From an optimization exercise on the open Yosys and OpenROAD flow, aimed at small area, a short achievable clock period and few clock cycles per item; shortcuts taken in it are not production practice. In this exercise RTL edits were held to simulation tests only and were not proved equivalent to the original. Power and IR drop assume default switching activity.

$ cat flow/run.sh
#!/bin/bash
# synth_recipe.tcl (not shown) runs the flow's synth.tcl, then flattens the netlist and writes it again
# the make line also repeats each setting of config.mk as NAME=value (left out here)
make -C /OpenROAD-flow-scripts/flow DESIGN_CONFIG=/design/flow/config.mk WORK_HOME=/design/flow/orfs CLKGATE_MAP_FILE= SYNTH_SCRIPT=/design/flow/synth_recipe.tcl finish
$ cat flow/config.mk
export PLATFORM = sky130hd
export DESIGN_NAME = reorder
export DESIGN_NICKNAME = reorder
export VERILOG_FILES = /design/flow/design.v
export SDC_FILE = /design/flow/constraint.sdc
export NUM_CORES = 4
export LEC_CHECK = 0
export ABC_CLOCK_PERIOD_IN_PS = 1700
export CAP_MARGIN = 20
export CORE_MARGIN = 2
export CORE_UTILIZATION = 40
export PLACE_DENSITY = 0.6
export SETUP_SLACK_MARGIN = 2.3
export SLEW_MARGIN = 20
$ cat flow/constraint.sdc
create_clock -name core_clock -period 4.0 [get_ports {clk}]
set_input_delay 0.8000 -clock core_clock [delete_from_list [all_inputs] [get_ports {clk}]]
set_output_delay 0.8000 -clock core_clock [all_outputs]
set_load 0.01 [all_outputs]
$ cat flow/design.v
`timescale 1ns / 1ps
`default_nettype none
module reorder(
    input  wire clk,
    input  wire rst,
    output wire  [9:0] granule_ch0_read_addr,
    input  wire [17:0] granule_ch0_read_data,
    output wire        granule_ch0_write_enable,
    output wire  [9:0] granule_ch0_write_addr,
    output wire [17:0] granule_ch0_write_data,
    output wire  [9:0] granule_ch1_read_addr,
    input  wire [17:0] granule_ch1_read_data,
    output wire        granule_ch1_write_enable,
    output wire  [9:0] granule_ch1_write_addr,
    output wire [17:0] granule_ch1_write_data,
    input  wire  [1:0] header_sampling_frequency,
    input  wire  [1:0] sideinfo_ch0_block_type,
    input  wire        sideinfo_ch0_window_switching_flag,
    input  wire        sideinfo_ch0_mixed_block_flag,
    input  wire  [1:0] sideinfo_ch1_block_type,
    input  wire        sideinfo_ch1_window_switching_flag,
    input  wire        sideinfo_ch1_mixed_block_flag,
    input  wire        stage_ready,
    output wire        stage_done
    );
	reg [9:0] idx;       
	reg [9:0] src;       
	reg [1:0] win;       
	reg [3:0] band;      
	reg [6:0] width;     
	reg       act;       
	reg       busy;      
	reg       done;
	reg [9:0] waddr;     
	reg       perm0, perm1;    
	wire last = (idx == 10'd575);
	wire adv  = stage_ready | act;
	wire run  = adv & ~last & ~rst;
	wire [9:0] idx_inc = idx + 10'd1;
	wire       win2 = win[1];
	wire       band_end = win2 & (src == idx);
	reg [6:0] next_width;
	always @(*) begin
		case ({header_sampling_frequency, band})
			{2'd0, 4'd0}, {2'd0, 4'd1}, {2'd0, 4'd2}: next_width = 7'd4;
			{2'd0, 4'd3}: next_width = 7'd6;
			{2'd0, 4'd4}: next_width = 7'd8;
			{2'd0, 4'd5}: next_width = 7'd10;
			{2'd0, 4'd6}: next_width = 7'd12;
			{2'd0, 4'd7}: next_width = 7'd14;
			{2'd0, 4'd8}: next_width = 7'd18;
			{2'd0, 4'd9}: next_width = 7'd22;
			{2'd0, 4'd10}: next_width = 7'd30;
			{2'd0, 4'd11}: next_width = 7'd56;
			{2'd1, 4'd0}, {2'd1, 4'd1}, {2'd1, 4'd2}: next_width = 7'd4;
			{2'd1, 4'd3}: next_width = 7'd6;
			{2'd1, 4'd4}: next_width = 7'd6;
			{2'd1, 4'd5}: next_width = 7'd10;
			{2'd1, 4'd6}: next_width = 7'd12;
			{2'd1, 4'd7}: next_width = 7'd14;
			{2'd1, 4'd8}: next_width = 7'd16;
			{2'd1, 4'd9}: next_width = 7'd20;
			{2'd1, 4'd10}: next_width = 7'd26;
			{2'd1, 4'd11}: next_width = 7'd66;
			{2'd2, 4'd0}, {2'd2, 4'd1}, {2'd2, 4'd2}: next_width = 7'd4;
			{2'd2, 4'd3}: next_width = 7'd6;
			{2'd2, 4'd4}: next_width = 7'd8;
			{2'd2, 4'd5}: next_width = 7'd12;
			{2'd2, 4'd6}: next_width = 7'd16;
			{2'd2, 4'd7}: next_width = 7'd20;
			{2'd2, 4'd8}: next_width = 7'd26;
			{2'd2, 4'd9}: next_width = 7'd34;
			{2'd2, 4'd10}: next_width = 7'd42;
			{2'd2, 4'd11}: next_width = 7'd12;
			default: next_width = 7'd4;
		endcase
	end
	wire [9:0] step = win2 ? 10'd1 - {2'd0, width, 1'b0} : {3'd0, width};
	wire [9:0] src_next = band_end ? idx_inc : src + step;
	wire [3:0] band_next = band + {3'd0, band_end};
	wire short0 = sideinfo_ch0_window_switching_flag & (sideinfo_ch0_block_type == 2'd2);
	wire short1 = sideinfo_ch1_window_switching_flag & (sideinfo_ch1_block_type == 2'd2);
	wire ge3 = (band_next >= 4'd3);
	always @(posedge clk) begin
		waddr <= idx;
		busy  <= ~rst & adv;
		act   <= run;
		done  <= ~rst & act & last;
		perm0 <= short0 & (~sideinfo_ch0_mixed_block_flag | ge3);
		perm1 <= short1 & (~sideinfo_ch1_mixed_block_flag | ge3);
		if (run) begin
			idx   <= idx_inc;
			src   <= src_next;
			win   <= win2 ? 2'd0 : win + 2'd1;
			band  <= band_next;
			if (band_end)
				width <= next_width;
		end else begin
			idx   <= 10'd0;
			src   <= 10'd0;
			win   <= 2'd0;
			band  <= 4'd0;
			width <= 7'd4;
		end
	end
	assign granule_ch0_read_addr = perm0 ? src : idx;
	assign granule_ch1_read_addr = perm1 ? src : idx;
	assign granule_ch0_write_enable = busy;
	assign granule_ch1_write_enable = busy;
	assign granule_ch0_write_addr = waddr;
	assign granule_ch1_write_addr = waddr;
	assign granule_ch0_write_data = granule_ch0_read_data;
	assign granule_ch1_write_data = granule_ch1_read_data;
	assign stage_done = done;
endmodule
==> flow_summary.yaml, run 1 <==
timing:
  slew_headroom: 0.763
  setup_violations: 0
  hold_violations: 0
  clock_skew_ns: 0.00550
  fin_tns_setup_ns: 0
  fin_crit_ns: 2.36
  tightest_slew_ns: 0.355
  fmax_ghz: 0.424
  slew_viol_final: 0
  rsz0062_at_grt: "yes"
  min_period_over_period: 0.590
worst_setup_path:
  startpoint: "width[1]"
  crit_type: "flip-flop to flip-flop"
  ff2ff_setup_slack_ns: 1.64
  rr_worst_depth: 10
  cp_cell_sequence: "inv_4 > ha_4 > xnor2_1 > mux2_4 > ha_4 > buf_4 > a311o_1 > o31ai_2 > xor2_1 > o21ai_1"
  worstSetupPathDepth: 10
  cp_slowest_stage_delay_ns: 0.39
  critical_path.slowest_cell: "dfxtp_4"
  arrival_ns: 2.56
  worstReg2RegStart: "width[1]"
  worstSetupEndpoint: "src[8]"
  crit_fanout: 4
  start_kind: "flip-flop"
  cp.buffers_inverters: 2
  cp-end-kind: "flip-flop"
  critPathTopFamily: "compound AO/OA/AOI/OAI gates"
  worstReg2RegEnd: "src[8]"
  crit_top_cell: "ha_4"
  cp_data_required_time_ns: 4.20
yosys:
  synth_area_um2: 3190
  synthCells: 357
  yosys-top-cells-count: "buf_4 (47), dfxtp_1 (47), nor2_1 (32), mux2_2 (23)"
  synth_nets: 425
  synth-edff-count: 0
  yosys.area.top_type: "dfxtp_1"
  yosysWarnings: 1
  ys_async_sr_fraction: 0
  synth_top_area_frac: 0.295
  syn_area_per_cell_um2: 8.95
  synth_flop_cell: "dfxtp_1"
  synthTopCellsByArea: "dfxtp_1 (29%), buf_4 (11%), mux2_2 (8.1%)"
  ys_seq_area_frac: 0.295
  ys_ff_latch: 47
  yosysUniqueCellTypes: 55
grt:
  grt_pass1_wl_um: 13100
  grt-ovfl-total: 0
  grt_pass1_vias: 2602
  grt_use_total: 0.191
  grt_max_degree: 16
  antenna_found_initial: 0
route:
  drtIter0Drc: 95
  wl_per_cell_um: 17.4
  ant_nets: 0
  drt_first_pass_iters: 5
  via_count: 2730
  vias_per_cell: 5.32
  drt-total-wl_um: 8910
  drc_errors: 0
floorplan:
  dieHeight_um: 93.4
  core_um2: 7730
  rows: 32
  die_area_um2: 8720
  start_util: 0.413
  die_w_um: 93.4
  ios: 128
min_path:
  hp-class: "flip-flop to flip-flop"
  hold_depth: 1
clocking:
  cts_sinks: 47
  htree_levels: 2
  cts_tree: "built"
  hold_buffers: 0
  clk_pin_slew_ns: 0.09
  clk_latency_ns: 0.30
  cts_root_buf: "clkbuf_8"
  cts_buffers: 5
  ctsLongestPathBuffers: 2
power:
  p_per_area_nw_per_um2: 235
  p_leak_nw: 1.86
  vdd_ir_drop_max_v: 0.000193
cells_and_area:
  utilization: 0.592
  drive_gt1_frac: 0.530
  area_delta_synth_final_pct: 43.2
  diodes: 0
  final_nets: 478
  layoutNonFillerInstCount: 513
placement:
  dp.cells: 452
  portBuffers: 55
  routabilityCongestion: 0.834
  dp_hpwl_um: 5550
job:
  maxCapViolations: 0
outcome:
  status: "finished clean"
==> per-stage QoR <==
| step | power, mW | setup slack, ns | hold slack, ns | area, um2 |
|---|---|---|---|---|
| after floorplan | 0.675 | 1.78 | 0.332 | 3500 |
| after global routing | 1.12 | 1.53 | 0.441 | 4570 |
| after detailed placement | 0.674 | 1.32 | 0.400 | 3570 |
| after global placement | 0.671 | 1.38 | 0.397 | 3570 |
| final | 1.07 | 1.64 | 0.413 | 4570 |
| after CTS | 1.04 | 1.65 | 0.413 | 4190 |
==> how the worst min path moves through the flow <==
stage               endpoint    from  slack (ns)
floorplan           waddr[3]  idx[3]        0.33
global placement      win[0]  win[0]        0.40
detailed placement    win[0]  win[0]        0.40
CTS                   win[0]  win[0]        0.41
global route          win[0]  win[0]        0.44
finish                win[0]  win[0]        0.41
==> final cells by class <==
type / instances / area (um2)
clock buffer: 6 / 93.8
clock inverter: 2 / 13.8
fill: 632 / 3150
inverter: 12 / 62.6
multi-input combinational: 238 / 2270
sequential: 47 / 1020
tap: 102 / 128
timing repair buffer: 106 / 990
==> placed cells by master, fill, tap and decap left out, types with 4 or more instances in the layout <==
cell,n
nor2_1,30
o21ai_1,8
buf_6,41
inv_1,6
xnor2_4,4
clkbuf_2,22
dfxtp_2,10
ha_4,7
nand2b_1,6
a211oi_1,5
xnor2_2,9
a22oi_1,4
ha_1,10
a21oi_1,7
nand2_2,4
xnor2_1,8
nand2_1,10
nand3_1,4
o21a_1,5
and3_1,6
clkbuf_8,5
buf_12,5
xor2_1,10
dfxtp_4,17
nor3_4,4
buf_4,25
a21o_1,4
mux2_4,22
nand4_1,5
a21oi_2,5
clkdlybuf4s50_1,9
mux2i_1,4
dfxtp_1,20
==> registers in the layout, summed over array words and instances, names as in the netlist <==
register / cells
band: 4
win: 2
done: 1
waddr: 10
idx: 10
busy: 1
src: 10
perm1: 1
width: 6
perm0: 1
act: 1
==> per-layer routing <==
| layer | share of wire | vias to the layer above | wire (um) | track usage |
|---|---|---|---|---|
| met2 | 0.50 | 90 | 4450 | 0.318 |
| li1 | - | 1303 | - | - |
| met1 | 0.44 | 1323 | 3960 | 0.260 |
| met5 | 0 | - | 0 | 0 |
| met4 | 0.0076 | 0 | 68 | 0.0404 |
| met3 | 0.049 | 14 | 433 | 0.0346 |
==> cell families after synthesis <==
kind of cell	count (synthesis)	share of synthesized area
and+or+nand+nor	102	0.167
buffers and inverters	74	0.150
AOI/OAI and AO/OA	56	0.119
DFF	47	0.295
xor gates and xnor gates	31	0.0956
muxes	28	0.0971
adders and majority gates	19	0.0768
==> what timing repair did <==
| item | 4_1_cts | 5_1_grt |
|---|---|---|
| gates resized for setup | 215 | 104 |
| endpoints found under the setup margin | 76 | 74 |
| setup buffers | 30 | 21 |
| pin swaps | 15 | 32 |
| endpoints found under the hold margin | 0 | 0 |
| cloned | 2 | 0 |
==> power breakdown <==
part	internal, mW	switching [mW]	leakage, nW
clock	0.161	0.171	0.0563
sequential	0.475	0.0246	0.398
combinational	0.134	0.109	1.41
Testbench counts, summed over its fixed seeds: cycles 73,728, granules 128.
==> run 2, diff against run 1 <==
--- a/flow/config.mk
+++ b/flow/config.mk
@@ -10,5 +10,4 @@
 export CORE_MARGIN = 2
 export CORE_UTILIZATION = 40
 export PLACE_DENSITY = 0.6
-export SETUP_SLACK_MARGIN = 2.3
 export SLEW_MARGIN = 20
==> flow_summary.yaml, run 2 <==
outcome:
  status: "finished clean"
timing:
  fin_ws_ns: 1.29
  slew_headroom: 0.499
  slew_viol_final: 0
  fin_crit_ns: 2.71
  min_period_over_period: 0.678
  tightest_slew_ns: 0.749
  rsz0062_at_grt: "no"
  fin_tns_setup_ns: 0
  fmax_ghz: 0.369
  setup_violations: 0
  clock_skew_ns: 0.00774
  whs_ns: 0.421
  hold_violations: 0
yosys:
  synth-edff-count: 0
  yosysWarnings: 1
  ys_ff_latch: 47
  synth_xor_area_frac: 0.0956
  synth_top_area_frac: 0.295
  synth_top_family_by_area: "simple AND/OR/NAND/NOR gates"
  ys_seq_area_frac: 0.295
  synth_flop_cell: "dfxtp_1"
  synthCells: 357
  synth_area_um2: 3190
  synthTopCellsByArea: "dfxtp_1 (29%), buf_4 (11%), mux2_2 (8.1%)"
  ys_async_sr_fraction: 0
  yosys-top-cells-count: "buf_4 (47), dfxtp_1 (47), nor2_1 (32), mux2_2 (23)"
  yosysUniqueCellTypes: 55
  synthMuxAreaShare: 0.0971
  yosys.area.top_type: "dfxtp_1"
  synth_nets: 425
  synth_fa_ha_area_frac: 0.0768
  syn_area_per_cell_um2: 8.95
  yosys.area_share.simple: 0.167
  synth_compound_area_frac: 0.119
grt:
  grt_use_total: 0.163
  grt_pass1_vias: 2340
  grt_max_degree: 21
  antenna_found_initial: 0
  grt_pass1_wl_um: 11300
  grt-ovfl-total: 0
floorplan:
  start_util: 0.413
  ios: 128
  die_w_um: 93.4
  rows: 32
  die_area_um2: 8720
  core_um2: 7730
  dieHeight_um: 93.4
route:
  vias_per_cell: 5.21
  drt-total-wl_um: 6980
  via_count: 2398
  wl_per_cell_um: 15.2
  drc_errors: 0
  drt_first_pass_iters: 4
  ant_nets: 0
  drtIter0Drc: 61
worst_setup_path:
  cp-end-kind: "flip-flop"
  start_kind: "flip-flop"
  cp_data_required_time_ns: 4.19
  worstReg2RegEnd: "src[8]"
  crit_type: "flip-flop to flip-flop"
  rr_worst_depth: 11
  worstReg2RegStart: "width[1]"
  crit_fanout: 5
  arrival_ns: 2.90
  ff2ff_setup_slack_ns: 1.29
cells_and_area:
  drive_gt1_frac: 0.115
  post-route-cell-area_um2: 3550
  mostFrequentLayoutCells: "clkdlybuf4s50_1 (55), dfxtp_1 (47), nor2_1 (32)"
  layoutNonFillerInstCount: 460
  utilization: 0.460
  area_delta_synth_final_pct: 11.2
  diodes: 0
  final_nets: 425
  final_common_cell: "clkdlybuf4s50_1"
  reg_top3: "idx (10), src (10), waddr (10)"
power:
  pwr-share-seq: 0.500
  p_sw_frac: 0.260
  vdd_ir_drop_max_v: 0.000147
  p_clk_frac: 0.356
  p_comb_frac: 0.145
  p_leak_nw: 1.40
  p_int_mw: 0.747
  p_per_area_nw_per_um2: 284
  fin_total_pwr_mw: 1.01
  switchingPower_mw: 0.263
min_path:
  hp-class: "flip-flop to flip-flop"
  hold_depth: 1
  holdCritStartpoint: "win[0]"
  holdPathEnd: "win[0]"
placement:
  place_ws_ns: 1.30
  portBuffers: 55
  dp.cells: 452
  routabilityCongestion: 0.843
  place_area_um2: 3440
  dp_hpwl_um: 5430
clocking:
  clk_latency_ns: 0.30
  ctsLongestPathBuffers: 2
  hold_buffers: 0
  cts_root_buf: "clkbuf_8"
  post_cts_resized: 0
  clk_pin_slew_ns: 0.10
  postCtsSetupRepairBufs: 0
  cts_buffers: 5
  cts_sinks: 47
  cts_tree: "built"
  htree_levels: 2
job:
  maxCapViolations: 0
## run 2: cell counts after synthesis
No cell type changed its count.
## run 2: cell type report
| cell class | count | area, um2 |
|---|---|---|
| Inverter | 12 | 45.0 |
| Sequential cell | 47 | 941 |
| Clock buffer | 5 | 68.8 |
| Fill cell | 744 | 4180 |
| Timing Repair Buffer | 55 | 551 |
| Tap cell | 102 | 128 |
| Multi-Input combinational cell | 236 | 1770 |
| Clock inverter | 3 | 46.3 |
## run 2: logic make-up after synthesis
| group | Yosys count |
|---|---|
| muxes | 28 |
| buffers and inverters | 74 |
| xor gates and xnor gates | 31 |
| AOI/OAI and AO/OA | 56 |
| DFF | 47 |
| adders and majority gates | 19 |
| and+or+nand+nor | 102 |
## run 2: power groups by stage
stage          clock network (mW)  logic (mW)  registers (mW)
4_1_cts                     0.369       0.147           0.505
3_3_place_gp                    0       0.144           0.516
3_5_place_dp                    0       0.145           0.516
2_1_floorplan                   0       0.142           0.506
6_report                    0.359       0.146           0.505
5_1_grt                     0.387       0.161           0.508
## run 2: worst max path at each step
stage / cells past startpoint / endpoint / slack [ns] / from
global route: 9 / src[8] / 1.13 / width[1]
global placement: 11 / src[8] / 1.30 / width[1]
floorplan: 9 / src[8] / 1.56 / win[1]
detailed placement: 8 / src[9] / 1.30 / stage_ready
CTS: 11 / src[8] / 1.29 / width[1]
finish: 11 / src[8] / 1.29 / width[1]
## run 2: critical path, cell delays in order (launching register included)
cell     delay [ns]
dfxtp_1        0.40
inv_1          0.08
ha_1           0.23
xnor2_1        0.13
mux2_2         0.28
ha_1           0.34
a21oi_1        0.16
nor2b_1        0.06
a311o_1        0.35
o31ai_1        0.28
xor2_1         0.22
o21ai_1        0.09
## run 2: per-layer routing
metal  GRT usage  wire length [um]
met2       0.285              3380
met1       0.200              3160
met3      0.0379               320
met4      0.0417               116
met5           0                 0
==> run 3, diff against run 2 <==
--- a/flow/config.mk
+++ b/flow/config.mk
@@ -5,7 +5,6 @@
 export SDC_FILE = /design/flow/constraint.sdc
 export NUM_CORES = 4
 export LEC_CHECK = 0
-export ABC_CLOCK_PERIOD_IN_PS = 1700
 export CAP_MARGIN = 20
 export CORE_MARGIN = 2
 export CORE_UTILIZATION = 40
==> flow_summary.yaml, run 3 <==
clocking:
  cts_buffers: 5
  cts_root_buf: "clkbuf_8"
  cts_sinks: 47
  ctsLongestPathBuffers: 2
  htree_levels: 2
  post_cts_resized: 0
  clk_latency_ns: 0.30
  cts_tree: "built"
  clk_pin_slew_ns: 0.10
  postCtsSetupRepairBufs: 0
  hold_buffers: 0
worst_setup_path:
  rr_worst_depth: 11
  crit_fanout: 5
  worstSetupPathDepth: 11
  start_kind: "flip-flop"
  ff2ff_setup_slack_ns: 1.29
  cp-end-kind: "flip-flop"
  cp_cell_sequence: "inv_1 > ha_1 > xnor2_1 > mux2_2 > ha_1 > a21oi_1 > nor2b_1 > a311o_1 > o31ai_1 > xor2_1 > o21ai_1"
  cp_data_required_time_ns: 4.19
  crit_type: "flip-flop to flip-flop"
  arrival_ns: 2.90
  crit_top_cell: "ha_1"
  critical_path.slowest_cell: "dfxtp_1"
  cp_slowest_stage_delay_ns: 0.40
  critPathTopFamily: "compound AO/OA/AOI/OAI gates"
  cp.buffers_inverters: 1
power:
  fin_total_pwr_mw: 1.01
  vdd_ir_drop_max_v: 0.000147
  p_leak_nw: 1.40
  p_per_area_nw_per_um2: 284
yosys:
  synth_top_area_frac: 0.295
  yosys-top-cells-count: "buf_4 (47), dfxtp_1 (47), nor2_1 (32), mux2_2 (23)"
  synth_nets: 425
  synth_area_um2: 3190
  ys_seq_area_frac: 0.295
  syn_area_per_cell_um2: 8.95
  yosysWarnings: 1
  synth-edff-count: 0
  yosysUniqueCellTypes: 55
  ys_async_sr_fraction: 0
  synthCells: 357
  synth_flop_cell: "dfxtp_1"
  synthTopCellsByArea: "dfxtp_1 (29%), buf_4 (11%), mux2_2 (8.1%)"
  yosys.area.top_type: "dfxtp_1"
  ys_ff_latch: 47
placement:
  routabilityCongestion: 0.843
  place_area_um2: 3440
  portBuffers: 55
  dp_hpwl_um: 5430
  place_ws_ns: 1.30
  dp.cells: 452
route:
  vias_per_cell: 5.21
  ant_nets: 0
  wl_per_cell_um: 15.2
  drt_first_pass_iters: 4
  via_count: 2398
  drt-total-wl_um: 6980
  drc_errors: 0
  drtIter0Drc: 61
grt:
  grt_max_degree: 21
  grt-ovfl-total: 0
  grt_pass1_wl_um: 11300
  grt_pass1_vias: 2340
  grt_use_total: 0.163
  antenna_found_initial: 0
cells_and_area:
  reg_top3: "idx (10), src (10), waddr (10)"
  diodes: 0
  seq_area_um2: 941
  mostFrequentLayoutCells: "clkdlybuf4s50_1 (55), dfxtp_1 (47), nor2_1 (32)"
  post-route-cell-area_um2: 3550
  multiInputGateArea_um2: 1770
  utilization: 0.460
  area_delta_synth_final_pct: 11.2
  final_common_cell: "clkdlybuf4s50_1"
  drive_gt1_frac: 0.115
  layoutNonFillerInstCount: 460
  final_nets: 425
  fillers: 744
timing:
  whs_ns: 0.421
  hold_violations: 0
  fmax_ghz: 0.369
  fin_crit_ns: 2.71
  setup_violations: 0
  clock_skew_ns: 0.00774
  slew_viol_final: 0
  slew_headroom: 0.499
  fin_tns_setup_ns: 0
  rsz0062_at_grt: "no"
  min_period_over_period: 0.678
  fin_ws_ns: 1.29
  tightest_slew_ns: 0.749
floorplan:
  die_w_um: 93.4
  ios: 128
  dieHeight_um: 93.4
  rows: 32
  start_util: 0.413
  die_area_um2: 8720
  core_um2: 7730
outcome:
  status: "finished clean"
min_path:
  hp-class: "flip-flop to flip-flop"
  hold_depth: 1
job:
  maxCapViolations: 0
[run 3: cell counts in the layout (fill, tap and decap cells not counted)]
Identical to the previous run, type by type.
[run 3: worst reg2reg max path, delay by kind of cell, from the launching register on]
family	cells	cell delay (ns)
multiplexers	1	0.28
AND/OR/NAND/NOR	1	0.06
buffers and inverters	1	0.08
adder cells (fa/ha/maj)	2	0.57
XOR/XNOR	2	0.35
flip-flops	1	0.40
AO/OA/AOI/OAI	4	0.89
[run 3: final cells by class]
| type | count | area share |
|---|---|---|
| clock buffers | 5 | 0.0194 |
| flip-flops and latches | 47 | 0.265 |
| inverters | 12 | 0.0127 |
| repair buffers | 55 | 0.155 |
| well taps | 102 | 0.0359 |
| clock inverters | 3 | 0.0130 |
| multi-input cells | 236 | 0.499 |
[run 3: kinds of logic after synthesis]
kind of cell | synth area share
AND/OR/NAND/NOR | 0.167
buffers and inverters | 0.150
AO/OA/AOI/OAI | 0.119
flip-flops | 0.295
XOR/XNOR | 0.0956
multiplexers | 0.0971
adder cells (fa/ha/maj) | 0.0768
[run 3: routing by layer]
layer / wire length, um / global-route usage / up-vias
met5: 0 / 0 / -
met4: 116 / 0.0417 / 0
met3: 320 / 0.0379 / 12
met2: 3380 / 0.285 / 73
met1: 3160 / 0.200 / 1125
li1: - / - / 1188
[run 3: power breakdown]
group          internal, mW  total [mW]  switching (mW)
combinational        0.0769       0.146          0.0691
sequential            0.482       0.505          0.0233
clock                 0.188       0.359           0.171
[run 3: path summary, 6_finish.rpt]
kind,from,endpoint
max,width[1],src[8]
min,win[0],win[0]
max reg2reg,width[1],src[8]
min reg2reg,win[0],win[0]

[re-timing with driven ports]
The flow's constraints put no driver on any port. The routed layouts listed below were extracted and timed again, unchanged, in two steps.
Step 1, drivers: a clkbuf_16 drives clk and a buf_2 each remaining input, both assumed.
Step 2 times the ports against the registers' clock, not the clock port: input delays grow and output delays shrink by t, the midpoint of the rising clock arrivals with the driver on.
a / b / c = ideal / step 1 / step 2; a / b = the first two.
run | t, ns | setup WS [ns] | worst hold slack (ns)
run 1 | 0.324 | 1.639 / 1.639 / 1.639 | 0.413 / 0.413 / 0.413
run 2 | 0.322 | 1.289 / 1.287 / 1.254 | 0.421 / 0.421 / 0.421
run 3 | 0.322 | 1.289 / 1.287 / 1.254 | 0.421 / 0.421 / 0.421
After both steps setup and hold are still met in every run listed.
